Context: an optimization exercise on an open-source flow, tuned for small area and a short achievable clock period. The choices shown serve that exercise and are no tape-out recipe. The RTL was checked by simulation tests, not by an equivalence proof against the original design. Power is estimated from default activity; no workload was simulated.

==> flow/design.v <==
module ml_demodulator_lane #(parameter LANE = 0) (
    input             clk,
    input             bwe,         
    input             rb,          
    input             sen,         
    input      [1:0]  sk,          
    input      [1:0]  sp,          
    input      [3:0]  eo,          
    input      [10:0] t_s, t_c,    
    input      [10:0] dpos, dneg,  
    input      [1:0]  sel_j,       
    output reg [5:0]  s_out,
    output     [10:0] p1,
    output     [7:0]  s1
);
    wire e_l4 = (eo == 4'd1), e_c1 = (eo == 4'd2), e_c2 = (eo == 4'd3), e_c3 = (eo == 4'd4);
    wire e_c4 = (eo == 4'd5), e_c5 = (eo == 4'd6), e_d1 = (eo == 4'd7), e_d2 = (eo == 4'd8);
    wire e_d3 = (eo == 4'd9), e_cb = (eo == 4'd11), e_it = (eo == 4'd12), e_c31 = (eo == 4'd13);
    wire e_mrg = (eo == 4'd10) | e_cb | e_it | e_c31;
    reg  [10:0] s_temp [0:3];
    reg  [10:0] min_PED_1st, min_PED_2nd, min_PED_3rd, min_PED_temp, min_PED_temp2;
    reg  [1:0]  d1_76, d2_76, d3_76;
    reg  [3:0]  d1_h, d2_h, d3_h, dt_h, dt2_h;      
    reg         d1_0, d2_0, d3_0, dt_0, dt2_0;      
    wire [7:0]  s_fianl_1st   = {d1_76, d1_h, LANE[0], d1_0};
    wire [7:0]  s_fianl_2nd   = {d2_76, d2_h, LANE[0], d2_0};
    wire [7:0]  s_fianl_3rd   = {d3_76, d3_h, LANE[0], d3_0};
    wire [7:0]  s_final_temp  = {2'b00, dt_h, LANE[0], dt_0};
    wire [7:0]  s_final_temp2 = {2'b00, dt2_h, LANE[0], dt2_0};
    assign p1 = min_PED_1st;
    assign s1 = s_fianl_1st;
    always @(*) begin
        case (sel_j)
            2'd0: s_out = s_fianl_1st[5:0];
            2'd1: s_out = s_fianl_2nd[5:0];
            default: s_out = s_fianl_3rd[5:0];
        endcase
    end
    reg [10:0] b_s, b_c;
    always @(posedge clk) if (bwe) begin b_s <= t_s; b_c <= t_c; end
    wire [10:0] rx = rb ? dneg : dpos;
    wire [10:0] e  = b_s + b_c + ~rx + 11'd1;
    reg  [10:0] er;
    always @(posedge clk) er <= e;
    wire [9:0]  u = er[9:0];
    wire [19:0] sq_diag;
    genvar gi;
    generate
        for (gi = 0; gi < 10; gi = gi + 1) begin : g_diag
            assign sq_diag[2*gi] = u[gi];
            assign sq_diag[2*gi+1] = (gi == 5) ? er[10] : 1'b0;    
        end
    endgenerate
    wire [19:0] sq_r0 = ({10'd0, u[9:1] & {9{u[0]}}} << 2);
    wire [19:0] sq_r1 = ({10'd0, u[9:2] & {8{u[1]}}} << 4);
    wire [19:0] sq_r2 = ({10'd0, u[9:3] & {7{u[2]}}} << 6);
    wire [19:0] sq_r3 = ({10'd0, u[9:4] & {6{u[3]}}} << 8);
    wire [19:0] sq_r4 = ({10'd0, u[9:5] & {5{u[4]}}} << 10);
    wire [19:0] sq_r5 = ({10'd0, u[9:6] & {4{u[5]}}} << 12);
    wire [19:0] sq_r6 = ({10'd0, u[9:7] & {3{u[6]}}} << 14);
    wire [19:0] sq_r7 = ({10'd0, u[9:8] & {2{u[7]}}} << 16);
    wire [19:0] sq_r8 = ({10'd0, u[9:9] & {1{u[8]}}} << 18);
    wire [19:0] sq_sg = er[10] ? {~u[8:0], 11'd0} : 20'd0;
    wire [19:0] sqt_s1 = sq_diag ^ sq_r0 ^ sq_r1;
    wire [19:0] sqt_m1 = (sq_diag & sq_r0) | (sq_diag & sq_r1) | (sq_r0 & sq_r1);
    wire [19:0] sqt_c1 = {sqt_m1[18:0], 1'b0};
    wire [19:0] sqt_s2 = sq_r2 ^ sq_r3 ^ sq_r4;
    wire [19:0] sqt_m2 = (sq_r2 & sq_r3) | (sq_r2 & sq_r4) | (sq_r3 & sq_r4);
    wire [19:0] sqt_c2 = {sqt_m2[18:0], 1'b0};
    wire [19:0] sqt_s3 = sq_r5 ^ sq_r6 ^ sq_r7;
    wire [19:0] sqt_m3 = (sq_r5 & sq_r6) | (sq_r5 & sq_r7) | (sq_r6 & sq_r7);
    wire [19:0] sqt_c3 = {sqt_m3[18:0], 1'b0};
    wire [19:0] sqt_s4 = sqt_s1 ^ sqt_c1 ^ sqt_s2;
    wire [19:0] sqt_m4 = (sqt_s1 & sqt_c1) | (sqt_s1 & sqt_s2) | (sqt_c1 & sqt_s2);
    wire [19:0] sqt_c4 = {sqt_m4[18:0], 1'b0};
    wire [19:0] sqt_s5 = sqt_c2 ^ sqt_s3 ^ sqt_c3;
    wire [19:0] sqt_m5 = (sqt_c2 & sqt_s3) | (sqt_c2 & sqt_c3) | (sqt_s3 & sqt_c3);
    wire [19:0] sqt_c5 = {sqt_m5[18:0], 1'b0};
    wire [19:0] sqt_s6 = sqt_s4 ^ sqt_c4 ^ sqt_s5;
    wire [19:0] sqt_m6 = (sqt_s4 & sqt_c4) | (sqt_s4 & sqt_s5) | (sqt_c4 & sqt_s5);
    wire [19:0] sqt_c6 = {sqt_m6[18:0], 1'b0};
    wire [19:0] sqt_s7 = sqt_c5 ^ sq_r8 ^ sq_sg;
    wire [19:0] sqt_m7 = (sqt_c5 & sq_r8) | (sqt_c5 & sq_sg) | (sq_r8 & sq_sg);
    wire [19:0] sqt_c7 = {sqt_m7[18:0], 1'b0};
    wire [19:0] sqt_s8 = sqt_s6 ^ sqt_c6 ^ sqt_s7;
    wire [19:0] sqt_m8 = (sqt_s6 & sqt_c6) | (sqt_s6 & sqt_s7) | (sqt_c6 & sqt_s7);
    wire [19:0] sqt_c8 = {sqt_m8[18:0], 1'b0};
    wire [19:0] sqt_s9 = sqt_s8 ^ sqt_c8 ^ sqt_c7;
    wire [19:0] sqt_m9 = (sqt_s8 & sqt_c8) | (sqt_s8 & sqt_c7) | (sqt_c8 & sqt_c7);
    wire [19:0] sqt_c9 = {sqt_m9[18:0], 1'b0};
    wire [9:0] sq_lo = {1'b0, sqt_s9[8:0]} + {1'b0, sqt_c9[8:0]};
    reg  [10:0] q_s, q_c;
    reg         q_ci;
    always @(posedge clk) begin
        q_s  <= sqt_s9[19:9];
        q_c  <= sqt_c9[19:9];
        q_ci <= sq_lo[9];
    end
    reg  [10:0] pa;
    always @(*) begin
        case (sp)
            2'd0: pa = 11'd0;
            2'd1: pa = min_PED_1st;
            2'd2: pa = min_PED_2nd;
            default: pa = min_PED_3rd;
        endcase
    end
    wire [10:0] a1 = sk[1] ? (sk[0] ? s_temp[1] : s_temp[0]) : pa;
    wire [10:0] a2 = sk[0] ? s_temp[3] : s_temp[2];
    wire [10:0] x1s = a1 ^ q_s ^ q_c;
    wire [10:0] x1m = (a1 & q_s) | (a1 & q_c) | (q_s & q_c);
    wire [10:0] x2s = a2 ^ q_s ^ q_c;
    wire [10:0] x2m = (a2 & q_s) | (a2 & q_c) | (q_s & q_c);
    wire [10:0] o1 = x1s + {x1m[9:0], 1'b0} + {10'd0, q_ci};
    wire [10:0] o2 = x2s + {x2m[9:0], 1'b0} + {10'd0, q_ci};
    always @(posedge clk) if (sen) begin
        case (sk)
            2'd0: begin s_temp[0] <= o1; s_temp[1] <= o1; end
            2'd1: begin s_temp[2] <= o1; s_temp[3] <= o1; end
            2'd2: begin s_temp[0] <= o1; s_temp[2] <= o2; end
            default: begin s_temp[1] <= o1; s_temp[3] <= o2; end
        endcase
    end
    wire lt01 = s_temp[0] < s_temp[1], lt02 = s_temp[0] < s_temp[2], lt03 = s_temp[0] < s_temp[3];
    wire lt12 = s_temp[1] < s_temp[2], lt13 = s_temp[1] < s_temp[3], lt23 = s_temp[2] < s_temp[3];
    wire eq01 = s_temp[0] == s_temp[1], eq02 = s_temp[0] == s_temp[2], eq03 = s_temp[0] == s_temp[3];
    wire eq12 = s_temp[1] == s_temp[2], eq13 = s_temp[1] == s_temp[3], eq23 = s_temp[2] == s_temp[3];
    wire lt10 = ~lt01 & ~eq01, lt20 = ~lt02 & ~eq02, lt30 = ~lt03 & ~eq03;
    wire lt21 = ~lt12 & ~eq12, lt31 = ~lt13 & ~eq13, lt32 = ~lt23 & ~eq23;
    reg [1:0] C1_1st, C1_3rd, C1_temp;
    always @(*) begin
        C1_1st = 2'd0; C1_3rd = 2'd0; C1_temp = 2'd0;
        if(lt01 && lt02 && lt03)
        begin
        C1_1st = 2'd0;
        if(lt13 && lt23)
        begin
        C1_3rd = 2'd1;
        C1_temp = 2'd2;
        end
        else if(lt12 && lt32)
        begin
        C1_3rd = 2'd1;
        C1_temp = 2'd3;
        end
        else
        begin
        C1_3rd = 2'd2;
        C1_temp = 2'd3;
        end
        end
        else if(lt10 && lt12 && lt13)
        begin
        C1_1st = 2'd1;
        if(lt03 && lt23)
        begin
        C1_3rd = 2'd0;
        C1_temp = 2'd2;
        end
        else if(lt02 && lt32)
        begin
        C1_3rd = 2'd0;
        C1_temp = 2'd3;
        end
        else
        begin
        C1_3rd = 2'd2;
        C1_temp = 2'd3;
        end
        end
        else if(lt20 && lt21 && lt23)
        begin
        C1_1st = 2'd2;
        if(lt03 && lt13)
        begin
        C1_3rd = 2'd0;
        C1_temp = 2'd1;
        end
        else if(lt10 && lt03)
        begin
        C1_3rd = 2'd1;
        C1_temp = 2'd3;
        end
        else
        begin
        C1_3rd = 2'd0;
        C1_temp = 2'd3;
        end
        end
        else
        begin
        C1_1st = 2'd3;
        if(lt02 && lt12)
        begin
        C1_3rd = 2'd0;
        C1_temp = 2'd1;
        end
        else if(lt01 && lt21)
        begin
        C1_3rd = 2'd0;
        C1_temp = 2'd2;
        end
        else
        begin
        C1_3rd = 2'd2;
        C1_temp = 2'd1;
        end
        end
    end
    reg [1:0] C2_2nd, C2_temp2;
    always @(*) begin
        C2_2nd = 2'd0; C2_temp2 = 2'd0;
        if(lt01 && lt02 && lt03)
        begin
        C2_2nd = 2'd0;
        if(lt12 && lt13)
        begin
        C2_temp2 = 2'd1;
        end
        else if(lt21 && lt23)
        begin
        C2_temp2 = 2'd2;
        end
        else
        begin
        C2_temp2 = 2'd3;
        end
        end
        else if(lt10 && lt12 && lt13)
        begin
        C2_2nd = 2'd1;
        if(lt02 && lt03)
        begin
        C2_temp2 = 2'd0;
        end
        else if(lt20 && lt23)
        begin
        C2_temp2 = 2'd2;
        end
        else
        begin
        C2_temp2 = 2'd3;
        end
        end
        else if(lt20 && lt21 && lt23)
        begin
        C2_2nd = 2'd2;
        if(lt01 && lt03)
        begin
        C2_temp2 = 2'd0;
        end
        else if(lt10 && lt13)
        begin
        C2_temp2 = 2'd1;
        end
        else
        begin
        C2_temp2 = 2'd3;
        end
        end
        else
        begin
        C2_2nd = 2'd3;
        if(lt01 && lt02)
        begin
        C2_temp2 = 2'd0;
        end
        else if(lt10 && lt12)
        begin
        C2_temp2 = 2'd1;
        end
        else
        begin
        C2_temp2 = 2'd2;
        end
        end
    end
    reg [1:0] C3_1st, C3_temp;
    always @(*) begin
        C3_1st = 2'd0; C3_temp = 2'd0;
        if(lt01 && lt02 && lt03)
        begin
        C3_1st = 2'd0;
        if(lt12 && lt13)
        begin
        C3_temp = 2'd1;
        end
        else if(lt21 && lt23)
        begin
        C3_temp = 2'd2;
        end
        else
        begin
        C3_temp = 2'd3;
        end
        end
        else if(lt10 && lt12 && lt13)
        begin
        C3_1st = 2'd1;
        if(lt02 && lt03)
        begin
        C3_temp = 2'd0;
        end
        else if(lt20 && lt23)
        begin
        C3_temp = 2'd2;
        end
        else
        begin
        C3_temp = 2'd3;
        end
        end
        else if(lt20 && lt21 && lt23)
        begin
        C3_1st = 2'd2;
        if(lt01 && lt03)
        begin
        C3_temp = 2'd0;
        end
        else if(lt10 && lt13)
        begin
        C3_temp = 2'd1;
        end
        else
        begin
        C3_temp = 2'd3;
        end
        end
        else
        begin
        C3_1st = 2'd3;
        if(lt01 && lt02)
        begin
        C3_temp = 2'd0;
        end
        else if(lt10 && lt12)
        begin
        C3_temp = 2'd1;
        end
        else
        begin
        C3_temp = 2'd2;
        end
        end
    end
    reg [1:0] C4_2nd, C4_temp2;
    always @(*) begin
        C4_2nd = 2'd0; C4_temp2 = 2'd0;
        if(lt01 && lt02 && lt03)
        begin
        C4_2nd = 2'd0;
        if(lt12 && lt13)
        begin
        C4_temp2 = 2'd1;
        end
        else if(lt21 && lt23)
        begin
        C4_temp2 = 2'd2;
        end
        else
        begin
        C4_temp2 = 2'd3;
        end
        end
        else if(lt10 && lt12 && lt13)
        begin
        C4_2nd = 2'd1;
        if(lt02 && lt03)
        begin
        C4_temp2 = 2'd0;
        end
        else if(lt20 && lt23)
        begin
        C4_temp2 = 2'd2;
        end
        else
        begin
        C4_temp2 = 2'd3;
        end
        end
        else if(lt20 && lt21 && lt23)
        begin
        C4_2nd = 2'd2;
        if(lt01 && lt03)
        begin
        C4_temp2 = 2'd0;
        end
        else if(lt10 && lt13)
        begin
        C4_temp2 = 2'd1;
        end
        else
        begin
        C4_temp2 = 2'd3;
        end
        end
        else
        begin
        C4_2nd = 2'd3;
        if(lt01 && lt02)
        begin
        C4_temp2 = 2'd0;
        end
        else if(lt10 && lt12)
        begin
        C4_temp2 = 2'd1;
        end
        else
        begin
        C4_temp2 = 2'd2;
        end
        end
    end
    reg [1:0] C5_3rd, C5_temp2;
    always @(*) begin
        C5_3rd = 2'd0; C5_temp2 = 2'd0;
        if(lt01 && lt02 && lt03)
        begin
        C5_3rd = 2'd0;
        if(lt12 && lt13)
        begin
        C5_temp2 = 2'd1;
        end
        else if(lt21 && lt23)
        begin
        C5_temp2 = 2'd2;
        end
        else
        begin
        C5_temp2 = 2'd3;
        end
        end
        else if(lt10 && lt12 && lt13)
        begin
        C5_3rd = 2'd1;
        if(lt02 && lt03)
        begin
        C5_temp2 = 2'd0;
        end
        else if(lt20 && lt23)
        begin
        C5_temp2 = 2'd2;
        end
        else
        begin
        C5_temp2 = 2'd3;
        end
        end
        else if(lt20 && lt21 && lt23)
        begin
        C5_3rd = 2'd2;
        if(lt01 && lt03)
        begin
        C5_temp2 = 2'd0;
        end
        else if(lt10 && lt13)
        begin
        C5_temp2 = 2'd1;
        end
        else
        begin
        C5_temp2 = 2'd3;
        end
        end
        else
        begin
        C5_3rd = 2'd3;
        if(lt01 && lt02)
        begin
        C5_temp2 = 2'd0;
        end
        else if(lt10 && lt12)
        begin
        C5_temp2 = 2'd1;
        end
        else
        begin
        C5_temp2 = 2'd2;
        end
        end
    end
    reg [1:0] D1_1st;
    always @(*) begin
        D1_1st = 2'd0;
        if(lt01 && lt02 && lt03)
        begin
        D1_1st = 2'd0;
        end
        else if(lt10 && lt12 && lt13)
        begin
        D1_1st = 2'd1;
        end
        else if(lt20 && lt21 && lt23)
        begin
        D1_1st = 2'd2;
        end
        else
        begin
        D1_1st = 2'd3;
        end
    end
    reg [1:0] D2_2nd;
    always @(*) begin
        D2_2nd = 2'd0;
        if(lt01 && lt02 && lt03)
        begin
        D2_2nd = 2'd0;
        end
        else if(lt10 && lt12 && lt13)
        begin
        D2_2nd = 2'd1;
        end
        else if(lt20 && lt21 && lt23)
        begin
        D2_2nd = 2'd2;
        end
        else
        begin
        D2_2nd = 2'd3;
        end
    end
    reg [1:0] D3_3rd;
    always @(*) begin
        D3_3rd = 2'd0;
        if(lt01 && lt02 && lt03)
        begin
        D3_3rd = 2'd0;
        end
        else if(lt10 && lt12 && lt13)
        begin
        D3_3rd = 2'd1;
        end
        else if(lt20 && lt21 && lt23)
        begin
        D3_3rd = 2'd2;
        end
        else
        begin
        D3_3rd = 2'd3;
        end
    end
    wire [1:0] iM  = e_l4 ? (LANE ? 2'd2 : 2'd0) : C1_1st;
    wire [1:0] iX2 = e_l4 ? (LANE ? 2'd3 : 2'd1) : (e_c1 ? C1_3rd : C2_temp2);
    wire [1:0] iX3 = C1_temp;
    wire       ps1 = e_c1 | e_c3 | e_d1;
    wire       ps2 = e_c2 | e_c4 | e_d2;
    wire [4:0] par = ps1 ? {d1_h, d1_0} : (ps2 ? {d2_h, d2_0} : {d3_h, d3_0});
    wire       f32 = e_c1 | e_c2;        
    wire [10:0] vM  = s_temp[iM];
    wire [10:0] vX2 = s_temp[iX2];
    wire [10:0] vX3 = s_temp[iX3];
    wire [4:0]  nM  = f32 ? {par[4:3], iM,  par[0]} : {iM,  par[2:1], par[0]};
    wire [4:0]  nX2 = f32 ? {par[4:3], iX2, par[0]} : {iX2, par[2:1], par[0]};
    wire [4:0]  nX3 = {par[4:3], iX3, par[0]};
    wire        mIT = e_it;
    wire        mCB = e_cb;
    wire [10:0] mA = min_PED_1st, mB = min_PED_2nd;
    wire [10:0] mC = mIT ? min_PED_temp : min_PED_3rd;
    wire [10:0] mT = mCB ? min_PED_temp : min_PED_temp2;
    wire [4:0]  mS = mCB ? {dt_h, dt_0} : {dt2_h, dt2_0};
    wire gAB = mB < mA, gAC = mC < mA, gBC = mC < mB;
    wire eAB = mA == mB, eAC = mA == mC, eBC = mB == mC;
    wire gBA = ~gAB & ~eAB, gCA = ~gAC & ~eAC, gCB = ~gBC & ~eBC;
    wire amax = gAB & gAC, bmax = gBA & gBC, cmax = gCA & gCB;
    wire repA = amax & (mT < mA);
    wire repB = ~amax & bmax & (mT < mB);
    wire repC = ~amax & ~bmax & cmax & (mT < mC);
    wire c31a = gAB & gCB;            
    wire c31b = ~c31a & gAC & gBC;    
    wire mg   = e_mrg & ~e_c31;
    wire rA   = mg & repA, rB = mg & repB, rC3 = mg & repC & ~mIT, rCT = mg & repC & mIT;
    wire c3a  = e_c31 & c31a, c3b = e_c31 & c31b;
    wire p1m  = e_l4 | e_c1 | e_c3 | e_d1;
    wire p2m  = e_c2 | e_c4 | e_d2;
    wire p3m  = e_c5 | e_d3;
    wire s1n  = e_c1 | e_c3;
    wire s2n  = e_c2 | e_c4;
    wire t2x  = e_c2 | e_c4 | e_c5;
    wire en1  = p1m | rA | c3a | c3b;
    wire en2  = p2m | e_l4 | rB;
    wire en3  = p3m | e_c1 | rC3;
    wire enT  = e_c1 | e_c3 | rCT;
    wire [10:0] nP1 = ({11{p1m}} & vM) | ({11{rA}} & mT) | ({11{c3a}} & min_PED_2nd) | ({11{c3b}} & min_PED_3rd);
    wire [10:0] nP2 = ({11{p2m}} & vM) | ({11{e_l4}} & vX2) | ({11{rB}} & mT);
    wire [10:0] nP3 = ({11{p3m}} & vM) | ({11{e_c1}} & vX2) | ({11{rC3}} & mT);
    wire [10:0] nPT = ({11{e_c1}} & vX3) | ({11{e_c3}} & vX2) | ({11{rCT}} & mT);
    wire [4:0]  nS1 = ({5{s1n}} & nM) | ({5{rA}} & mS) | ({5{c3a}} & {d2_h, d2_0}) | ({5{c3b}} & {d3_h, d3_0});
    wire [4:0]  nS2 = ({5{s2n}} & nM) | ({5{e_l4}} & 5'b00001) | ({5{rB}} & mS);
    wire [4:0]  nS3 = ({5{e_c5}} & nM) | ({5{e_c1}} & nX2) | ({5{rC3}} & mS);
    wire [4:0]  nST = ({5{e_c1}} & nX3) | ({5{e_c3}} & nX2) | ({5{rCT}} & mS);
    wire [1:0]  n76 = ({2{e_d1}} & iM) | ({2{c3a}} & d2_76) | ({2{c3b}} & d3_76);
    always @(posedge clk) begin
        if (en1) min_PED_1st <= nP1;
        if (en2) min_PED_2nd <= nP2;
        if (en3) min_PED_3rd <= nP3;
        if (enT) min_PED_temp <= nPT;
        if (t2x) min_PED_temp2 <= vX2;
        if (e_l4 | s1n | rA | c3a | c3b) {d1_h, d1_0} <= nS1;
        if (e_l4 | s2n | rB) {d2_h, d2_0} <= nS2;
        if (e_c5 | e_c1 | rC3) {d3_h, d3_0} <= nS3;
        if (enT) {dt_h, dt_0} <= nST;
        if (t2x) {dt2_h, dt2_0} <= nX2;
        if (e_d1 | c3a | c3b) d1_76 <= n76;
        if (e_d2) d2_76 <= iM;
        if (e_d3) d3_76 <= iM;
    end
endmodule
module ml_demodulator(
    i_clk,
    i_reset,
    i_trig,
    i_y_hat,
    i_r,
    i_rd_rdy,
    o_rd_vld,
    o_llr,
    o_hard_bit
);
    input i_clk;
    input i_reset;
    input i_trig;
    input [159:0] i_y_hat;
    input [319:0] i_r;
    input i_rd_rdy;
    output o_rd_vld;
    output [7:0] o_llr;
    output o_hard_bit;
    reg [10:0] y4i, y4r, y3i, y3r, y2i, y2r, y1i, y1r;
    reg [10:0] ch [0:15];
    reg       busy;
    reg [5:0] cyc;
    always @(posedge i_clk or posedge i_reset) begin
        if (i_reset) begin
            busy <= 1'b0;
            cyc  <= 6'd0;
        end else if (i_trig) begin
            busy <= 1'b1;
            cyc  <= 6'd0;
        end else if (busy) begin
            cyc  <= cyc + 6'd1;
            if (cyc == 6'd57) busy <= 1'b0;
        end
    end
    reg [21-1:0] cw_next, cw;
    always @(*) begin
        cw_next = 21'h1800;
        if (busy) begin
            case (cyc)
            6'd0: cw_next = 21'h12000;
            6'd1: cw_next = 21'hbc00;
            6'd2: cw_next = 21'h18200;
            6'd3: cw_next = 21'h680;
            6'd4: cw_next = 21'h81b00;
            6'd5: cw_next = 21'h90380;
            6'd6: cw_next = 21'h88c02;
            6'd7: cw_next = 21'h98220;
            6'd8: cw_next = 21'ha0ea0;
            6'd9: cw_next = 21'hb0320;
            6'd10: cw_next = 21'ha8fa0;
            6'd11: cw_next = 21'hb8244;
            6'd12: cw_next = 21'h26c0;
            6'd13: cw_next = 21'h3340;
            6'd14: cw_next = 21'h43c0;
            6'd15: cw_next = 21'h5006;
            6'd16: cw_next = 21'h1014;
            6'd17: cw_next = 21'h16;
            6'd18: cw_next = 21'h0;
            6'd19: cw_next = 21'h100800;
            6'd20: cw_next = 21'h116000;
            6'd21: cw_next = 21'h10fc00;
            6'd22: cw_next = 21'h118220;
            6'd23: cw_next = 21'h120ea0;
            6'd24: cw_next = 21'h130320;
            6'd25: cw_next = 21'h128fa0;
            6'd26: cw_next = 21'h138248;
            6'd27: cw_next = 21'h140ec0;
            6'd28: cw_next = 21'h150340;
            6'd29: cw_next = 21'h148fc0;
            6'd30: cw_next = 21'h15826a;
            6'd31: cw_next = 21'h26f8;
            6'd32: cw_next = 21'h3378;
            6'd33: cw_next = 21'h43f8;
            6'd34: cw_next = 21'h500c;
            6'd35: cw_next = 21'h1014;
            6'd36: cw_next = 21'h16;
            6'd37: cw_next = 21'h0;
            6'd38: cw_next = 21'h180800;
            6'd39: cw_next = 21'h190000;
            6'd40: cw_next = 21'h188c00;
            6'd41: cw_next = 21'h198220;
            6'd42: cw_next = 21'h1a0ea0;
            6'd43: cw_next = 21'h1b0320;
            6'd44: cw_next = 21'h1a8fa0;
            6'd45: cw_next = 21'h1b824e;
            6'd46: cw_next = 21'h1c0ec0;
            6'd47: cw_next = 21'h1d0340;
            6'd48: cw_next = 21'h1c8fc0;
            6'd49: cw_next = 21'h1d8270;
            6'd50: cw_next = 21'h6e0;
            6'd51: cw_next = 21'h360;
            6'd52: cw_next = 21'h3e0;
            6'd53: cw_next = 21'h12;
            6'd54: cw_next = 21'h1a;
            6'd55: cw_next = 21'h0;
            6'd56: cw_next = 21'h1;
            6'd57: cw_next = 21'h1800;
                default: cw_next = 21'h1800;
            endcase
        end
    end
    always @(posedge i_clk) cw <= cw_next;
    wire [1:0] k_lay = cw[20:19];
    wire [1:0] k_j = cw[18:17];
    wire [0:0] k_lane = cw[16:16];
    wire [0:0] k_part = cw[15:15];
    wire [2:0] k_slot = cw[14:12];
    wire [0:0] k_bwe = cw[11:11];
    wire [0:0] k_rb = cw[10:10];
    wire [0:0] k_sen = cw[9:9];
    wire [1:0] k_sk = cw[8:7];
    wire [1:0] k_sp = cw[6:5];
    wire [3:0] k_eo = cw[4:1];
    wire [0:0] k_fin = cw[0:0];
    reg [10:0] cwp;     
    always @(posedge i_clk) cwp <= {k_bwe, k_rb, k_sen, k_sk, k_sp, k_eo};
    wire [10:0] cx = ch[0];
    wire [10:0] cx1 = {cx[10], cx[10:1]};
    wire [10:0] cx3 = {{3{cx[10]}}, cx[10:3]};
    wire [10:0] cx4 = {{4{cx[10]}}, cx[10:4]};
    wire [10:0] cpos = cx1 + cx3 + cx4;
    wire [1:0]  ccor = {1'b0, ~cx[0]} + {1'b0, ~|cx[2:0]} + {1'b0, ~|cx[3:0]};
    wire        cmin = (cx == 11'h400);
    wire [10:0] cneg = cmin ? cpos : (~cx1 + ~cx3 + ~cx4 + {9'd0, ccor});
    reg [10:0] dP, dN, f1rP, f1rN, f1iP, f1iN;
    wire [10:0] f3rP = ch[12], f3rN = ch[13], f3iP = ch[14], f3iN = ch[15];
    always @(posedge i_clk) begin
        case (k_slot)
            3'd1: begin dP   <= cpos; dN   <= cneg; end
            3'd2: begin f1rP <= cpos; f1rN <= cneg; end
            3'd3: begin f1iP <= cpos; f1iN <= cneg; end
            default: ;
        endcase
    end
    wire       ch_sh = (k_slot != 3'd0);
    wire       ch_tail = ch_sh & (cyc < 6'd6);
    integer ci;
    always @(posedge i_clk) begin
        if (~busy) begin
        ch[0] <= i_r[319:309];    
        ch[1] <= i_r[279:269];    
        ch[2] <= i_r[299:289];    
        ch[3] <= i_r[179:169];    
        ch[4] <= i_r[239:229];    
        ch[5] <= i_r[259:249];    
        ch[6] <= i_r[139:129];    
        ch[7] <= i_r[159:149];    
        ch[8] <= i_r[79:69];    
        ch[9] <= i_r[39:29];    
        ch[10] <= i_r[59:49];    
        ch[11] <= i_r[199:189];    
        ch[12] <= i_r[219:209];    
        ch[13] <= i_r[99:89];    
        ch[14] <= i_r[119:109];    
        ch[15] <= i_r[19:9];    
        end else begin
            if (ch_sh) for (ci = 0; ci < 12; ci = ci + 1) ch[ci] <= ch[ci + 1];
            if (k_slot == 3'd6) begin ch[12] <= cpos; ch[13] <= cneg; end
            else if (k_slot == 3'd7) begin ch[14] <= cpos; ch[15] <= cneg; end
            else if (ch_tail) for (ci = 12; ci < 15; ci = ci + 1) ch[ci] <= ch[ci + 1];
        end
    end
    always @(posedge i_clk) begin
        if (~busy) begin
            y4i <= i_y_hat[159:149]; y4r <= i_y_hat[139:129];
            y3i <= i_y_hat[119:109]; y3r <= i_y_hat[ 99: 89];
            y2i <= i_y_hat[ 79: 69]; y2r <= i_y_hat[ 59: 49];
            y1i <= i_y_hat[ 39: 29]; y1r <= i_y_hat[ 19:  9];
        end else begin
            if (k_slot == 3'd4) begin y4r <= cpos; y3r <= cneg; end
            if (k_slot == 3'd5) begin y4i <= cpos; y3i <= cneg; end
        end
    end
    wire [10:0] f2rP = y4r, f2iP = y4i, f2rN = y3r, f2iN = y3i;
    reg [5:0] tf2_next, tf2;
    always @(*) begin
        tf2_next = 6'h2;
        if (busy) begin
            case (cyc)
                6'd0: tf2_next = 6'h1;
                6'd1: tf2_next = 6'h3;
                6'd2: tf2_next = 6'h0;
                6'd3: tf2_next = 6'h10;
                6'd4: tf2_next = 6'h12;
                6'd5: tf2_next = 6'h11;
                6'd6: tf2_next = 6'h13;
                6'd7: tf2_next = 6'h14;
                6'd8: tf2_next = 6'h16;
                6'd9: tf2_next = 6'h15;
                6'd10: tf2_next = 6'h17;
                6'd11: tf2_next = 6'h0;
                6'd12: tf2_next = 6'h0;
                6'd13: tf2_next = 6'h0;
                6'd14: tf2_next = 6'h0;
                6'd15: tf2_next = 6'h0;
                6'd16: tf2_next = 6'h0;
                6'd17: tf2_next = 6'h0;
                6'd18: tf2_next = 6'h20;
                6'd19: tf2_next = 6'h22;
                6'd20: tf2_next = 6'h21;
                6'd21: tf2_next = 6'h23;
                6'd22: tf2_next = 6'h24;
                6'd23: tf2_next = 6'h26;
                6'd24: tf2_next = 6'h25;
                6'd25: tf2_next = 6'h27;
                6'd26: tf2_next = 6'h28;
                6'd27: tf2_next = 6'h2a;
                6'd28: tf2_next = 6'h29;
                6'd29: tf2_next = 6'h2b;
                6'd30: tf2_next = 6'h0;
                6'd31: tf2_next = 6'h0;
                6'd32: tf2_next = 6'h0;
                6'd33: tf2_next = 6'h0;
                6'd34: tf2_next = 6'h0;
                6'd35: tf2_next = 6'h0;
                6'd36: tf2_next = 6'h0;
                6'd37: tf2_next = 6'h30;
                6'd38: tf2_next = 6'h32;
                6'd39: tf2_next = 6'h31;
                6'd40: tf2_next = 6'h33;
                6'd41: tf2_next = 6'h34;
                6'd42: tf2_next = 6'h36;
                6'd43: tf2_next = 6'h35;
                6'd44: tf2_next = 6'h37;
                6'd45: tf2_next = 6'h38;
                6'd46: tf2_next = 6'h3a;
                6'd47: tf2_next = 6'h39;
                6'd48: tf2_next = 6'h3b;
                6'd49: tf2_next = 6'h0;
                6'd50: tf2_next = 6'h0;
                6'd51: tf2_next = 6'h0;
                6'd52: tf2_next = 6'h0;
                6'd53: tf2_next = 6'h0;
                6'd54: tf2_next = 6'h0;
                6'd55: tf2_next = 6'h0;
                6'd56: tf2_next = 6'h0;
                6'd57: tf2_next = 6'h2;
                default: tf2_next = 6'h2;
            endcase
        end
    end
    always @(posedge i_clk) tf2 <= tf2_next;
    wire [1:0] n_lay = tf2[5:4];
    wire [1:0] n_j = tf2[3:2];
    wire       n_lane = tf2[1];
    wire       n_part = tf2[0];
    wire [5:0] s_n, s_p;
    wire [5:0] ns = (n_lay == 2'd1) ? {4'd0, n_lane, n_j[0]} : (n_lane ? s_p : s_n);
    wire ng1 = (n_lay != 2'd0), ng2 = n_lay[1], ng3 = (n_lay == 2'd3);
    reg  a1s, b1s, a2s, b2s, a3s, b3s, g1, g2, g3;
    always @(posedge i_clk) begin
        a1s <= n_part ? ns[0] : ns[1];
        b1s <= n_part ? ns[1] : ns[0];
        a2s <= n_part ? ns[2] : ns[3];
        b2s <= n_part ? ns[3] : ns[2];
        a3s <= n_part ? ns[4] : ns[5];
        b3s <= n_part ? ns[5] : ns[4];
        g1 <= ng1; g2 <= ng2; g3 <= ng3;
    end
    wire [10:0] va1 = {11{g1}} & (a1s ? f1rN : f1rP);
    wire [10:0] vb1 = {11{g1}} & (b1s ? f1iN : f1iP);
    wire [10:0] va2 = {11{g2}} & (a2s ? f2rN : f2rP);
    wire [10:0] vb2 = {11{g2}} & (b2s ? f2iN : f2iP);
    wire [10:0] va3 = {11{g3}} & (a3s ? f3rN : f3rP);
    wire [10:0] vb3 = {11{g3}} & (b3s ? f3iN : f3iP);
    reg  [10:0] t_y;
    always @(*) begin
        case ({k_lay, k_part})
            3'b000: t_y = y4r; 3'b001: t_y = y4i;
            3'b010: t_y = y3r; 3'b011: t_y = y3i;
            3'b100: t_y = y2r; 3'b101: t_y = y2i;
            3'b110: t_y = y1r; default: t_y = y1i;
        endcase
    end
    wire [10:0] t_a1 = ~va1, t_a2 = ~va2, t_a3 = ~va3;
    wire [10:0] t_b1 = k_part ? ~vb1 : vb1;
    wire [10:0] t_b2 = k_part ? ~vb2 : vb2;
    wire [10:0] t_b3 = k_part ? ~vb3 : vb3;
    wire [10:0] t_k  = k_part ? 11'd6 : 11'd3;
    wire [10:0] trt_s10 = t_y ^ t_a1 ^ t_a2;
    wire [10:0] trt_m10 = (t_y & t_a1) | (t_y & t_a2) | (t_a1 & t_a2);
    wire [10:0] trt_c10 = {trt_m10[9:0], 1'b0};
    wire [10:0] trt_s11 = t_a3 ^ t_b1 ^ t_b2;
    wire [10:0] trt_m11 = (t_a3 & t_b1) | (t_a3 & t_b2) | (t_b1 & t_b2);
    wire [10:0] trt_c11 = {trt_m11[9:0], 1'b0};
    wire [10:0] trt_s12 = trt_s10 ^ trt_c10 ^ trt_s11;
    wire [10:0] trt_m12 = (trt_s10 & trt_c10) | (trt_s10 & trt_s11) | (trt_c10 & trt_s11);
    wire [10:0] trt_c12 = {trt_m12[9:0], 1'b0};
    wire [10:0] trt_s13 = trt_c11 ^ t_b3 ^ t_k;
    wire [10:0] trt_m13 = (trt_c11 & t_b3) | (trt_c11 & t_k) | (t_b3 & t_k);
    wire [10:0] trt_c13 = {trt_m13[9:0], 1'b0};
    wire [10:0] trt_s14 = trt_s12 ^ trt_c12 ^ trt_s13;
    wire [10:0] trt_m14 = (trt_s12 & trt_c12) | (trt_s12 & trt_s13) | (trt_c12 & trt_s13);
    wire [10:0] trt_c14 = {trt_m14[9:0], 1'b0};
    wire [10:0] trt_s15 = trt_s14 ^ trt_c14 ^ trt_c13;
    wire [10:0] trt_m15 = (trt_s14 & trt_c14) | (trt_s14 & trt_c13) | (trt_c14 & trt_c13);
    wire [10:0] trt_c15 = {trt_m15[9:0], 1'b0};
    wire [10:0] p1_n, p1_p;
    wire [7:0]  s1_n, s1_p;
    ml_demodulator_lane #(.LANE(0)) lane_n (
        .clk(i_clk), .bwe(k_bwe & ~k_lane), .rb(k_rb), .sen(k_sen), .sk(k_sk), .sp(k_sp), .eo(k_eo),
        .t_s(trt_s15), .t_c(trt_c15), .dpos(dP), .dneg(dN),
        .sel_j(n_j), .s_out(s_n), .p1(p1_n), .s1(s1_n));
    ml_demodulator_lane #(.LANE(1)) lane_p (
        .clk(i_clk), .bwe(cwp[10] & k_lane), .rb(cwp[9]), .sen(cwp[8]), .sk(cwp[7:6]), .sp(cwp[5:4]), .eo(cwp[3:0]),
        .t_s(trt_s15), .t_c(trt_c15), .dpos(dP), .dneg(dN),
        .sel_j(n_j), .s_out(s_p), .p1(p1_p), .s1(s1_p));
    wire        fin  = busy & k_fin;
    wire        win  = (p1_n < p1_p);
    wire [7:0]  w_m  = win ? p1_n[8:1] : p1_p[8:1];
    wire [7:0]  w_s  = win ? s1_n : s1_p;
    reg  [7:0]  q_m [0:14];
    reg  [7:0]  q_sb [0:14];
    reg  [3:0]  wp, rp, cnt;
    reg  [2:0]  oi;
    reg         vld, pnd;
    reg  [7:0]  llr;
    wire        full = (cnt == 4'd15);
    wire        wr   = (fin | pnd) & ~full;
    always @(posedge i_clk) if (wr) begin
        q_m[wp]  <= w_m;
        q_sb[wp] <= w_s;
    end
    wire [7:0] h_m  = q_m[rp];
    wire [7:0] h_s  = q_sb[rp];
    wire       h_b  = h_s[~oi];
    wire [7:0] h_l  = h_b ? (h_m - 8'h7f) : (8'h7f - h_m);
    wire       free = ~vld | i_rd_rdy;
    wire       avail = (cnt != 4'd0);
    wire       pop  = free & avail;
    wire       done = pop & (oi == 3'd7);
    always @(posedge i_clk or posedge i_reset) begin
        if (i_reset) begin
            wp <= 4'd0; rp <= 4'd0; cnt <= 4'd0; oi <= 3'd0; vld <= 1'b0; pnd <= 1'b0;
        end else begin
            if (wr) wp <= (wp == 4'd14) ? 4'd0 : wp + 4'd1;
            if (done) rp <= (rp == 4'd14) ? 4'd0 : rp + 4'd1;
            cnt <= cnt + {3'd0, wr} - {3'd0, done};
            pnd <= (fin | pnd) & full;
            if (pop) oi <= oi + 3'd1;
            if (free) vld <= avail;
        end
    end
    always @(posedge i_clk) if (pop) llr <= h_l;
    assign o_rd_vld   = vld;
    assign o_llr      = llr;
    assign o_hard_bit = llr[7];
endmodule
==> flow/flow/run.sh <==
#!/bin/bash
set -euo pipefail
cd "$(dirname "$0")/.."
bash standard.sh synth > flow_synth.log 2>&1
bash standard.sh SETUP_SLACK_MARGIN=6.8 \
  'CTS_ARGS=-sink_clustering_enable -repair_clock_nets -dont_use_dummy_load' \
  finish > flow_layout.log 2>&1
==> flow/standard.sh <==
#!/bin/bash
# synth_recipe.tcl (not shown) runs the flow's synth.tcl, then flattens the netlist and writes it again
# the make line also repeats each setting of config.mk as NAME=value (left out here)
make -C /OpenROAD-flow-scripts/flow DESIGN_CONFIG=/design/flow/config.mk WORK_HOME=/design/flow/orfs CLKGATE_MAP_FILE= SYNTH_SCRIPT=/design/flow/synth_recipe.tcl "${@:-finish}"
==> flow/config.mk <==
export PLATFORM = sky130hd
export DESIGN_NAME = ml_demodulator
export DESIGN_NICKNAME = ml_demodulator
export VERILOG_FILES = /design/flow/design.v
export SDC_FILE = /design/flow/constraint.sdc
export NUM_CORES = 8
export LEC_CHECK = 0
export CAP_MARGIN = 20
export CORE_MARGIN = 2
export CORE_UTILIZATION = 60
export PLACE_DENSITY = 0.7
export SETUP_SLACK_MARGIN = 5
export SLEW_MARGIN = 20
==> flow/constraint.sdc <==
create_clock -name core_clock -period 11.0 [get_ports {i_clk}]
set_input_delay 2.2000 -clock core_clock [delete_from_list [all_inputs] [get_ports {i_clk}]]
set_output_delay 2.2000 -clock core_clock [all_outputs]
set_load 0.01 [all_outputs]
==> impl_metrics.toml, run 1 <==
[status]
status = "timing/DRC/antenna clean"

[grt]
grt_antenna_before_repair = 6
grt_pass1_vias = 43800
gr-total-overflow = 0
grt_usage = 0.311
grt_max_degree = 192
grt_pass1_wl_um = 258000

[sta]
setup_viol = 0
final.setup_skew_ns = 0.0958
post-route-period-util = 0.371
slew_headroom = 0.287
fmax_ghz = 0.245
final.setup.tns_ns = 0
tightest_slew_ns = 1.07
hold_viol_final = 0
slew_violations = 0
layout_min_cycle_time_ns = 4.08
rsz0062_at_grt = "true"

[clocking]
clock_tree.root_cell = "clkbuf_16"
cts.sinks = 1015
cts_buffers = 111
clock_latency_ns = 0.73
clk_pin_slew_ns = 0.06
cts_tree = "done"
cts_hold_buffers = 0
cts_htree_levels = 3
cts_buffer_depth = 3

[synth]
netlist_area_um2 = 63100
ys_ff_latch = 1015
yosysWarningCount = 6
ys.flop_type = "edfxtp_1"
synth-edff-count = 878
synth-seq-area-share = 0.463
synth_cell_types = 95
synth.avg_cell_area_um2 = 11.6
synth_cells = 5463
synth_nets = 6613
async_reset_ff_frac = 0.0236

[pwr]
switching_share = 0.418
power_switching_uw = 8950
p_comb_frac = 0.558
seqPwrFrac = 0.295
ir_worst_vdd_uv = 349
finalPower_uw = 21400
power_frac_clock = 0.147
p_int_uw = 12400
cellLeakagePower_uw = 0.0286
power_density_nw_per_um2 = 297

[cells_and_area]
most-common-layout-cells = "edfxtp_1 (878), inv_1 (527), ha_1 (481)"
drive_above_1_share = 0.148
layout.nets = 6925
layout_commonest_cell = "edfxtp_1"
design_area_um2 = 71900
instances_no_fill = 7160
utilization = 0.692
area_growth_pct = 13.9

[placement]
gp_congestion = 0.941
post_dp_cell_area_um2 = 67300
place_hpwl_um = 125000
portBuffers = 277
placedCellCount = 6939

[detailed_routing]
vias = 44500
wl_per_cell_um = 23.8
antenna_left = 0
drc_errors = 0
via_per_inst = 6.21
first_pass_iters = 7
drt-total-wl_um = 170000
drt_iter0_drc = 4456

[worst_setup_path]
cp-end-kind = "flip-flop"
start_kind = "flip-flop"
slowest_stage = "edfxtp_1"
path_class = "reg2reg"
slowest_delay_ns = 0.52
worstPathCellList = "inv_1 -> ha_1 -> a21oi_1 -> o21ai_0 -> a21oi_2 -> nand2_1 -> a211o_4 -> or2_4 -> mux2_4 -> a41oi_4 -> buf_12 -> mux2i_2 -> o221ai_1"
worst_ep_required_time_ns = 11.36
cp.arrival_ns = 4.45
crit_fanout = 18

[die]
core_region_area_um2 = 104000
ioPinCount = 494
num_rows = 118
die_x_um = 328
start_util = 0.607
die_h_um = 328
die_area_um2 = 108000

[min_path]
worstHoldPathType = "reg2reg"

[job]
maxCapViolCount = 0
==> metrics by stage <==
stage               hold WS [ns]  worst slack, ns
floorplan                  0.324             6.83
global placement           0.333             5.40
detailed placement         0.340             5.39
CTS                        0.348             6.80
global route               0.351             6.76
finish                     0.346             6.92
==> synth_stat cells, types with 25 or more instances <==
cell,n,area [um^2]
a21boi_0,25,188
a21o_1,45,338
a21oi_1,243,1220
a221o_1,36,360
a221oi_1,29,254
a22oi_1,30,225
and2_1,94,588
clkbuf_1,194,728
dfxtp_1,113,2260
edfxtp_1,878,26400
fa_1,184,3680
ha_1,482,6030
inv_1,531,1990
mux2_2,259,2920
mux2i_1,222,2220
mux4_2,73,1640
nand2_1,416,1560
nand2b_1,33,206
nand3_1,77,385
nand4_1,38,238
nor2_1,275,1030
nor2b_1,88,551
nor3_1,42,210
o211ai_1,32,240
o21a_1,71,533
o21ai_0,317,1590
o221ai_1,64,561
o22ai_1,36,225
or2_2,26,163
xnor2_1,102,893
==> registers in the layout, summed over array words and instances, names as in the netlist, 19 cells and up <==
register / cells
ch: 176
q_m: 120
q_sb: 120
lane_n.s_temp: 44
lane_p.s_temp: 44
cw: 19
==> critical path: cells and delay by family (launching register included) <==
family / cells / cell delay [ns]
compound gates: 6 / 1.34
flops: 1 / 0.52
simple gates: 2 / 0.50
fa+ha+maj: 1 / 0.33
mux: 2 / 0.70
buf+inv: 2 / 0.37
==> logic make-up after synthesis <==
family	after synthesis	synth area share
XOR/XNOR	126	0.0175
AO/OA/AOI/OAI	1147	0.122
adder cells (fa/ha/maj)	666	0.154
AND/OR/NAND/NOR	1169	0.0881
flip-flops	1015	0.463
multiplexers	556	0.108
buffers and inverters	784	0.0480
==> power by group through the flow <==
stage                     Sequential (uW)  Combinational, uW  Clock (uW)
after floorplan                      6110               7630           0
final                                6310              11900        3130
after global routing                 6400              13200        3290
after detailed placement             6390              11000           0
after CTS                            6320              11500        3170
after global placement               6360              10800           0
==> final timing paths <==
kind	start	to	slack (ns)	cells after the start
setup / recovery	lane_n.s_temp[3][6]	lane_n.min_PED_2nd[10]	6.92	13
hold / removal	cw[11]	cwp[10]	0.35	0
setup reg to reg	lane_n.s_temp[3][6]	lane_n.min_PED_2nd[10]	6.92	13
hold reg to reg	cw[11]	cwp[10]	0.35	0
max in group asynchronous	i_reset	busy	8.73	3
min in group asynchronous	i_reset	vld	1.87	3
==> per-layer routing <==
metal,GRT usage,vias up,share of wire,wire (um)
met4,0.0952,0,0.035,5930
met1,0.432,21700,0.42,71300
met5,0,-,0,0
met3,0.0402,306,0.069,11800
li1,-,20600,-,-
met2,0.513,1830,0.48,81100
==> final cells by class <==
| cell class | instances | area (um^2) |
|---|---|---|
| Sequential cell | 1015 | 29300 |
| Tap cell | 1380 | 1730 |
| Fill cell | 7677 | 32100 |
| Inverter | 536 | 2020 |
| Timing Repair Buffer | 445 | 4260 |
| Clock buffer | 111 | 2780 |
| Antenna cell | 7 | 17.5 |
| Multi-Input combinational cell | 3666 | 31800 |
==> repair_timing <==
action | in CTS | in global routing
buffers inserted | 33 | 62
pin swaps | 15 | 36
cloned | 3 | 2
setup endpoints to repair | 411 | 278
hold endpoints to repair | 0 | 0
resized for setup | 132 | 114
==> run 2: changes to the inputs <==
==> flow/flow/run.sh (replaced) <==
#!/bin/bash
set -euo pipefail
cd "$(dirname "$0")/.."
bash standard.sh synth > flow_synth.log 2>&1
bash standard.sh SETUP_SLACK_MARGIN=7.0 \
  'CTS_ARGS=-sink_clustering_enable -repair_clock_nets -dont_use_dummy_load' \
  finish > flow_layout.log 2>&1
--- a/flow/config.mk
+++ b/flow/config.mk
@@ -11,3 +11,4 @@
 export PLACE_DENSITY = 0.7
 export SETUP_SLACK_MARGIN = 5
 export SLEW_MARGIN = 20
+export TNS_END_PERCENT = 50
==> run 2 against run 1 <==
Still clean on timing, DRC and antenna; utilization grew 1.2 points; critical path depth shrank 4; final area grew 1.8%; routed wire length grew 2.6%; first-iteration DRC count shrank 4.5%; worst setup slack gained 0.098 ns; combinational power grew 6%; power grew 2.7%; critical endpoint is now lane_p.b_s[6].
==> impl_metrics.toml, run 2 <==
[status]
status = "timing/DRC/antenna clean"

[sta]
slew_violations = 0
setup_viol = 0
slew_headroom = 0.269
layout_min_cycle_time_ns = 3.99
post-route-period-util = 0.362
final.setup.tns_ns = 0
hold_ws_ns = 0.355
hold_viol_final = 0
rsz0062_at_grt = "true"
fmax_ghz = 0.251
tightest_slew_ns = 1.10
final.setup_skew_ns = 0.0863

[detailed_routing]
drt_iter0_drc = 4255
antenna_left = 0
drc_errors = 0
wl_per_cell_um = 24.1
vias = 45400
drt-total-wl_um = 175000
via_per_inst = 6.26
first_pass_iters = 8

[die]
die_x_um = 328
die_area_um2 = 108000
num_rows = 118
die_h_um = 328
core_region_area_um2 = 104000
start_util = 0.607
ioPinCount = 494

[clocking]
cts_buffers = 107
cts_hold_buffers = 0
cts_buffer_depth = 3
clk_pin_slew_ns = 0.06
cts_htree_levels = 3
cts.sinks = 1015
clock_latency_ns = 0.72
cts_tree = "done"
clock_tree.root_cell = "clkbuf_16"

[grt]
met3_usage = 0.0438
grt_pass1_vias = 44300
grt_max_degree = 133
grt_usage = 0.316
grt.busiest_layer = "met2"
grtUsageMet2 = 0.517
grt_pass1_wl_um = 262000
grt_antenna_before_repair = 5
use_met1 = 0.437
gr-total-overflow = 0

[synth]
async_reset_ff_frac = 0.0236
synth_top_area_cell = "edfxtp_1"
synth_cells = 5463
ys.flop_type = "edfxtp_1"
synth.most_common_cell = "edfxtp_1"
synth_cell_types = 95
netlist_area_um2 = 63100
synth.avg_cell_area_um2 = 11.6
synth_common_cells = "edfxtp_1 (878), inv_1 (531), ha_1 (482), nand2_1 (416), o21ai_0 (317)"
synth-seq-area-share = 0.463
ys_ff_latch = 1015
synth-edff-count = 878
synth_nets = 6613
yosys-top-cells-area = "edfxtp_1 (42%), ha_1 (9.6%), fa_1 (5.8%)"
yosysWarningCount = 6
synth.top_cell.area_share = 0.418

[worst_setup_path]
cp.arrival_ns = 4.41
rrSetupSlack_ns = 7.01
start_kind = "flip-flop"
path_class = "reg2reg"
timing.rr.start = "cw[15]"
reg2regPathDepth = 9
reg2reg_to = "lane_p.b_s[6]"
cp-end-kind = "flip-flop"
worst_ep_required_time_ns = 11.43
crit_fanout = 13

[min_path]
holdCritStartpoint = "cw[11]"
worstHoldPathType = "reg2reg"
min_to = "cwp[10]"
hold_depth = 0

[cells_and_area]
instances_no_fill = 7248
largest-register = "ch"
drive_above_1_share = 0.173
layout_commonest_cell = "edfxtp_1"
top_regs = "ch: 176 flops, q_m: 120 flops, q_sb: 120 flops"
largest_reg_flops = 176
layout.nets = 7014
area_growth_pct = 15.9
utilization = 0.704
most-common-layout-cells = "edfxtp_1 (878), inv_1 (520), ha_1 (479)"

[pwr]
ir_worst_vdd_uv = 334
cellLeakagePower_uw = 0.0291
power_density_nw_per_um2 = 300
finalPower_uw = 22000

[placement]
placedCellCount = 6942
place_hpwl_um = 126000
portBuffers = 277
gp_congestion = 0.939

[job]
maxCapViolCount = 0
-- run 2: cell count changes in the layout (fill, tap and decap cells not counted), sizes merged --
cell    previous run  this run
buf              163       252
inv              532       531
a211oi            24        25
a41oi             18        19
clkinv             3         4
diode              7         6
bufbuf             1         3
clkbuf           115       111
-- run 2: worst max-delay path by stage --
stage / from / endpoint / depth (start not counted)
6_report: cw[15] / lane_p.b_s[6] / 9
5_1_grt: lane_p.min_PED_2nd[1] / lane_p.s_temp[2][9] / 17
4_1_cts: ch[0][4] / ch[13][7] / 16
3_5_place_dp: cw[5] / lane_n.s_temp[3][10] / 18
3_3_place_gp: cw[5] / lane_n.s_temp[3][10] / 18
2_1_floorplan: cw[15] / lane_n.b_s[10] / 15
-- run 2: per-layer routing --
layer	up-vias	part of all wire
met4	2	0.038
met1	22200	0.41
met3	349	0.075
li1	20800	-
met2	2015	0.47
met5	-	0.000046
-- run 2: layout make-up --
class / count / area [um^2]
diodes: 6 / 15.0
clock buffers: 107 / 2680
fillers: 7472 / 30800
inverters: 536 / 2020
multi-input cells: 3668 / 32300
flip-flops and latches: 1015 / 29300
well taps: 1380 / 1730
repair buffers: 536 / 5140
-- run 2: repair_timing --
item,4_1_cts,5_1_grt
endpoints found under the setup margin,442,349
resized for setup,202,189
cloned,7,5
pin swaps,54,67
buffers inserted,85,95
-- run 2: cells by family after synthesis --
kind of cell | after synthesis | synth area share
simple gates | 1169 | 0.0881
compound gates | 1147 | 0.122
flops | 1015 | 0.463
buf+inv | 784 | 0.0480
fa+ha+maj | 666 | 0.154
mux | 556 | 0.108
xor+xnor | 126 | 0.0175
-- run 2: per-stage QoR --
stage	instance area, um^2	worst slack, ns
2_1_floorplan	63200	6.61
3_3_place_gp	67300	5.59
3_5_place_dp	67300	5.54
4_1_cts	71600	6.85
5_1_grt	73100	6.83
6_report	73100	7.01
-- run 2: worst max-delay path: stages (launching register included) --
cell and delay (ns):
dfxtp_4 0.37, buf_12 0.11, bufbuf_16 0.30, mux4_2 0.50, o221ai_1 0.36, fa_1 0.53
fa_1 0.51, inv_1 0.05, fa_1 0.49, fa_1 0.48
-- run 2: where the power goes --
part           internal, uW  leakage (uW)  total, uW  switching [uW]
sequential             5750       0.00940       6330             576
combinational          5270        0.0184      12600            7300
clock                  1690       0.00132       3060            1380
total                 12700        0.0291      22000            9250
==> run 3: changes to the inputs <==
--- a/flow/config.mk
+++ b/flow/config.mk
@@ -8,7 +8,7 @@
 export CAP_MARGIN = 20
 export CORE_MARGIN = 2
 export CORE_UTILIZATION = 60
+export GPL_ROUTABILITY_DRIVEN = 0
 export PLACE_DENSITY = 0.7
 export SETUP_SLACK_MARGIN = 5
 export SLEW_MARGIN = 20
-export TNS_END_PERCENT = 50
==> run 3 against run 2 <==
Utilization shrank 0.21 points; critical path depth grew 8; critical path type unchanged; non-clock buffer count shrank 23; sequential power is essentially flat; area after synthesis is the same; die area is the same; worst setup slack lost 0.032 ns; combinational power shrank 3%.
==> impl_metrics.toml, run 3 <==
[status]
status = "timing/DRC/antenna clean"

[synth]
synth_compound_area_frac = 0.122
synth-seq-area-share = 0.463
synth_fa_ha_area_frac = 0.154
async_reset_ff_frac = 0.0236
synth_cells = 5463
yosys-top-cells-area = "edfxtp_1 (42%), ha_1 (9.6%), fa_1 (5.8%)"
synth_top_area_cell = "edfxtp_1"
synth_nets = 6613
synthSimpleGateAreaFrac = 0.0881
ys.flop_type = "edfxtp_1"
synth.area.mux_share = 0.108
synth_top_family_by_area = "adder cells"
yosysWarningCount = 6
synth-edff-count = 878
synth.most_common_cell = "edfxtp_1"
synth.avg_cell_area_um2 = 11.6
synth_common_cells = "edfxtp_1 (878), inv_1 (531), ha_1 (482), nand2_1 (416), o21ai_0 (317)"
synth.top_cell.area_share = 0.418
yosys.area_share.xor_xnor = 0.0175
netlist_area_um2 = 63100
synth_cell_types = 95
ys_ff_latch = 1015

[sta]
layout_min_cycle_time_ns = 4.02
final.setup_skew_ns = 0.0801
slew_headroom = 0.304
fmax_ghz = 0.249
setup_viol = 0
slew_violations = 0
rsz0062_at_grt = "true"
post-route-period-util = 0.365
hold_viol_final = 0
final.setup.tns_ns = 0
tightest_slew_ns = 1.04

[detailed_routing]
first_pass_iters = 8
antenna_left = 0
wl_met2_um = 82700
via_per_inst = 6.22
drt_iter0_drc = 4559
drt-total-wl_um = 171000
wl_met3_um = 12100
top_layer_used = "met5"
drc_errors = 0
vias = 45000
wl_met1_um = 70400
wl_per_cell_um = 23.7

[cells_and_area]
most-common-layout-cells = "edfxtp_1 (878), inv_1 (521), ha_1 (476)"
layout.nets = 6992
area_growth_pct = 15.5
design_area_um2 = 72900
utilization = 0.702
largest_reg_flops = 176
drive_above_1_share = 0.169
largest-register = "ch"
register_area_um2 = 29300
multi_input_comb_area_um2 = 32300
nFillCells = 7537
top_regs = "ch: 176 flops, q_m: 120 flops, q_sb: 120 flops"
layout_commonest_cell = "edfxtp_1"

[min_path]
hold_depth = 0
min_to = "cwp[10]"
holdCritStartpoint = "cw[11]"
worstHoldPathType = "reg2reg"

[grt]
grt_max_degree = 197
gr-total-overflow = 0
grt_pass1_wl_um = 257000
grt_antenna_before_repair = 10
grt_usage = 0.310
grt_pass1_vias = 44000

[die]
ioPinCount = 494
core_region_area_um2 = 104000
die_x_um = 328
start_util = 0.607
die_area_um2 = 108000
die_h_um = 328
num_rows = 118

[worst_setup_path]
path_class = "reg2reg"
path_depth = 17
slowest_delay_ns = 0.47
reg2reg_to = "lane_p.s_temp[2][10]"
reg2regPathDepth = 17
crit_family = "compound AO/OA/AOI/OAI gates"
worst_ep_required_time_ns = 11.54
cp.arrival_ns = 4.56
rrSetupSlack_ns = 6.98
worstPathCellList = "buf_2 -> o21ai_0 -> a221o_1 -> o21ai_1 -> fa_1 -> inv_1 -> ha_1 -> nor2b_2 -> o21ai_2 -> a21boi_2 -> o21ai_2 -> a21boi_2 -> o21ai_2 -> a21boi_2 -> o21a_2 -> or4_1 -> nand4_1"
timing.rr.start = "cwp[4]"
crit_fanout = 7
start_kind = "flip-flop"
slowest_stage = "fa_1"
cp.buffers_inverters = 2
cp-end-kind = "flip-flop"

[pwr]
power_density_nw_per_um2 = 296
seqPwrFrac = 0.292
switching_share = 0.419
power_frac_clock = 0.143
finalPower_uw = 21600
p_comb_frac = 0.565
power_switching_uw = 9070
p_int_uw = 12600
ir_worst_vdd_uv = 412
cellLeakagePower_uw = 0.0290

[clocking]
clock_tree.root_cell = "clkbuf_16"
cts_buffers = 108
cts_buffer_depth = 3
cts_hold_buffers = 0
clock_latency_ns = 0.71
cts_tree = "done"
clk_pin_slew_ns = 0.06
cts_htree_levels = 3
cts.sinks = 1015

[placement]
place_hpwl_um = 123000
post_dp_cell_area_um2 = 67300
portBuffers = 277

[job]
maxCapViolCount = 0
==> run 3: worst max-delay path by stage <==
stage | start | endpoint | slack (ns)
floorplan | cw[3] | lane_n.d1_0 | 7.01
global placement | cw[5] | lane_n.s_temp[3][10] | 5.56
detailed placement | cw[5] | lane_n.s_temp[3][10] | 5.51
CTS | lane_n.min_PED_2nd[2] | lane_n.s_temp[3][10] | 6.86
global route | cwp[4] | lane_p.s_temp[2][10] | 6.82
finish | cwp[4] | lane_p.s_temp[2][10] | 6.98
==> run 3: area by class of cell <==
class,instances,share of cell area
Multi-Input combinational cell,3668,0.442
Inverter,536,0.0277
Clock buffer,108,0.0371
Timing Repair Buffer,513,0.0672
Tap cell,1380,0.0237
Sequential cell,1015,0.402
Antenna cell,9,0.000309
==> run 3: kinds of logic (layout without fill, tap and decap cells) <==
| kind of cell | count (synthesis) | in the layout |
|---|---|---|
| muxes | 556 | 556 |
| AOI/OAI and AO/OA | 1147 | 1149 |
| DFF | 1015 | 1015 |
| adders and majority gates | 666 | 666 |
| buffers and inverters | 784 | 1157 |
| xor gates and xnor gates | 126 | 126 |
| other | 0 | 9 |
| and+or+nand+nor | 1169 | 1171 |
==> run 3: per-stage QoR <==
| step | setup slack (ns) | hold WS, ns | cells |
|---|---|---|---|
| global placement | 5.56 | 0.344 | 6934 |
| finish | 6.98 | 0.293 | 7229 |
| floorplan | 7.01 | 0.324 | 5463 |
| global route | 6.82 | 0.312 | 7227 |
| detailed placement | 5.51 | 0.346 | 6935 |
| CTS | 6.86 | 0.286 | 7133 |
==> run 3: per-layer routing <==
| metal | vias to the layer above | global-route usage |
|---|---|---|
| met5 | - | 0 |
| met4 | 2 | 0.112 |
| met3 | 353 | 0.0372 |
| met2 | 1895 | 0.513 |
| met1 | 22000 | 0.425 |
| li1 | 20800 | - |
==> run 3: power by group through the flow <==
stage	registers, uW	clock network, uW	logic (uW)
after floorplan	6110	0	7630
after global placement	6390	0	10700
after detailed placement	6420	0	11000
after CTS	6320	3130	11600
after global routing	6400	3250	13400
final	6320	3090	12200
==> run 3: worst register-to-register path: stages, from the launching register on <==
cell      delay [ns]
dfxtp_4         0.40
buf_2           0.21
o21ai_0         0.12
a221o_1         0.34
o21ai_1         0.18
fa_1            0.47
inv_1           0.07
ha_1            0.26
nor2b_2         0.18
o21ai_2         0.17
a21boi_2        0.09
o21ai_2         0.17
a21boi_2        0.09
o21ai_2         0.19
a21boi_2        0.09
o21a_2          0.23
or4_1           0.47
nand4_1         0.11
==> run 3: timing repair <==
| item | 4_1_cts | 5_1_grt |
|---|---|---|
| gates resized for setup | 174 | 198 |
| endpoints found under the setup margin | 444 | 333 |
| buffers inserted | 84 | 82 |
| pin swaps | 50 | 81 |
| cloned | 6 | 2 |
==> run 4: changes to the inputs <==
--- a/flow/config.mk
+++ b/flow/config.mk
@@ -8,7 +8,6 @@
 export CAP_MARGIN = 20
 export CORE_MARGIN = 2
 export CORE_UTILIZATION = 60
-export GPL_ROUTABILITY_DRIVEN = 0
 export PLACE_DENSITY = 0.7
 export SETUP_SLACK_MARGIN = 5
 export SLEW_MARGIN = 20
==> run 4 against run 3 <==
Largest cell class unchanged; via count grew 0.14%; largest power group unchanged; utilization is essentially flat; register-to-register slack gained 0.02 ns; critical endpoint is now lane_p.min_PED_temp[3]; cell count grew 0.18%; clock skew grew 0.022 ns.
==> impl_metrics.toml, run 4 <==
[sta]
fmax_ghz = 0.250
rsz0062_at_grt = "true"
hold_viol_final = 0
final.setup_skew_ns = 0.102
tightest_slew_ns = 1.13
layout_min_cycle_time_ns = 4.00
slew_headroom = 0.244
post-route-period-util = 0.363
final.setup.tns_ns = 0
setup_viol = 0
slew_violations = 0

[cells_and_area]
nFillCells = 7662
largest_reg_flops = 176
layout_commonest_cell = "edfxtp_1"
register_area_um2 = 29300
instances_no_fill = 7242
multi_input_comb_area_um2 = 32200
largest-register = "ch"
drive_above_1_share = 0.171
layout.nets = 7010
most-common-layout-cells = "edfxtp_1 (878), inv_1 (519), ha_1 (481)"
top_regs = "ch: 176 flops, q_m: 120 flops, q_sb: 120 flops"
area_growth_pct = 15.5

[synth]
synth_nets = 6613
synth_cell_types = 95
synth_cells = 5463
synth_top_area_cell = "edfxtp_1"
synth.top_cell.area_share = 0.418
synth.most_common_cell = "edfxtp_1"
synth-edff-count = 878
yosys-top-cells-area = "edfxtp_1 (42%), ha_1 (9.6%), fa_1 (5.8%)"
yosysWarningCount = 6
synth-seq-area-share = 0.463
async_reset_ff_frac = 0.0236
synth_common_cells = "edfxtp_1 (878), inv_1 (531), ha_1 (482), nand2_1 (416), o21ai_0 (317)"
ys_ff_latch = 1015
netlist_area_um2 = 63100
ys.flop_type = "edfxtp_1"
synth.avg_cell_area_um2 = 11.6

[placement]
place_hpwl_um = 124000
portBuffers = 277
gp_congestion = 0.933
placedCellCount = 6941

[clocking]
cts.sinks = 1015
clock_latency_ns = 0.73
cts_hold_buffers = 0
clk_pin_slew_ns = 0.06
cts_buffer_depth = 3
clock_tree.root_cell = "clkbuf_16"
cts_htree_levels = 3
cts_tree = "done"
cts_buffers = 107

[grt]
grt_antenna_before_repair = 7
grt_pass1_wl_um = 260000
grt_pass1_vias = 44400
grt_max_degree = 193
gr-total-overflow = 0
grt_usage = 0.314

[detailed_routing]
drt-total-wl_um = 174000
drt_iter0_drc = 3993
drc_errors = 0
first_pass_iters = 7
wl_per_cell_um = 24.0
antenna_left = 0
vias = 45000
via_per_inst = 6.22

[worst_setup_path]
cp.arrival_ns = 4.35
worstPathCellList = "ha_1 -> nand4_1 -> a211oi_2 -> a2111oi_4 -> buf_6 -> nor2_4 -> a21boi_0 -> a21boi_1 -> a221o_1 -> a221oi_4 -> buf_12 -> mux2i_2 -> o221ai_1"
slowest_stage = "edfxtp_1"
crit_family = "compound AO/OA/AOI/OAI gates"
worst_ep_required_time_ns = 11.35
cp.buffers_inverters = 2
slowest_delay_ns = 0.50
cp-end-kind = "flip-flop"
crit_fanout = 18
start_kind = "flip-flop"
path_class = "reg2reg"

[die]
die_h_um = 328
die_area_um2 = 108000
ioPinCount = 494
start_util = 0.607
core_region_area_um2 = 104000
die_x_um = 328
num_rows = 118

[job]
maxCapViolCount = 0

[min_path]
worstHoldPathType = "reg2reg"

[pwr]
power_density_nw_per_um2 = 299
ir_worst_vdd_uv = 386
cellLeakagePower_uw = 0.0291
finalPower_uw = 21800

[status]
status = "timing/DRC/antenna clean"
==> run 4: layer usage <==
layer / global-route usage / share of wire
met5: 0 / 0
met3: 0.0458 / 0.070
met4: 0.0925 / 0.034
met2: 0.515 / 0.47
met1: 0.435 / 0.42
==> run 4: area by class of cell <==
class	instances	area share
Clock buffer	107	0.0367
Multi-Input combinational cell	3667	0.441
Timing Repair Buffer	533	0.0686
Sequential cell	1015	0.402
Inverter	536	0.0278
Tap cell	1380	0.0237
Antenna cell	4	0.000137
==> run 4: kinds of logic after synthesis <==
| family | share of synthesized area |
|---|---|
| XOR/XNOR | 0.0175 |
| adder cells (fa/ha/maj) | 0.154 |
| AO/OA/AOI/OAI | 0.122 |
| buffers and inverters | 0.0480 |
| multiplexers | 0.108 |
| AND/OR/NAND/NOR | 0.0881 |
| flip-flops | 0.463 |
==> run 4: report_power, final <==
group / switching [uW] / total, uW / internal [uW]
Clock: 1380 / 3070 / 1690
Sequential: 550 / 6300 / 5750
Combinational: 7250 / 12500 / 5210
Total: 9180 / 21800 / 12600
==> run 4: timing repair <==
item | 4_1_cts | 5_1_grt
cloned | 5 | 4
endpoints found under the setup margin | 450 | 317
pin swaps | 40 | 81
gates resized for setup | 186 | 176
buffers inserted | 77 | 102
==> run 4: final timing paths <==
kind                                      from                     end  slack [ns]  depth (start not counted)
setup / recovery           lane_p.s_temp[0][8]  lane_p.min_PED_temp[3]        7.00                         13
hold / removal                          cw[11]                 cwp[10]        0.27                          0
setup reg to reg           lane_p.s_temp[0][8]  lane_p.min_PED_temp[3]        7.00                         13
hold reg to reg                         cw[11]                 cwp[10]        0.27                          0
max in group asynchronous              i_reset                    busy        8.69                          3
min in group asynchronous              i_reset                   oi[0]        1.90                          3
==> run 4: metrics by stage <==
stage          setup slack, ns   util  cell area [um^2]  hold slack, ns
2_1_floorplan             7.01      -             63200           0.324
3_3_place_gp              5.53  0.648             67300           0.343
3_5_place_dp              5.47  0.648             67300           0.351
4_1_cts                   6.83  0.687             71400           0.263
5_1_grt                   6.90  0.701             72900           0.273
6_report                  7.00  0.701             72900           0.269

port drivers added, routing unchanged:
Ports are ideal in the flow. The routed layouts listed here were re-timed in OpenROAD.
Step 1 assumes that a clkbuf_16 drives the clock port and a buf_2 every other input.
Step 2, shift: input delay + t, output delay - t, t = (earliest + latest rising clock arrival at the registers) / 2. This alone moves slack from input paths to output paths.
Three values: ideal ports, drivers, drivers and shift; two values: the first two.
run | t, ns | setup slack, ns | clock arrival spread, ns
run 1 | 0.757 | 6.917 / 6.917 / 6.352 | 0.096 / 0.096
run 2 | 0.752 | 7.014 / 7.014 / 6.424 | 0.087 / 0.087
run 3 | 0.752 | 6.982 / 6.982 / 6.500 | 0.080 / 0.081
run 4 | 0.752 | 7.005 / 7.005 / 6.580 | 0.103 / 0.103
After both steps setup and hold are still met in every run listed. The setup slack of run 2, which loses most, moves by 0.000 ns with the drivers and by -0.590 ns with both steps.
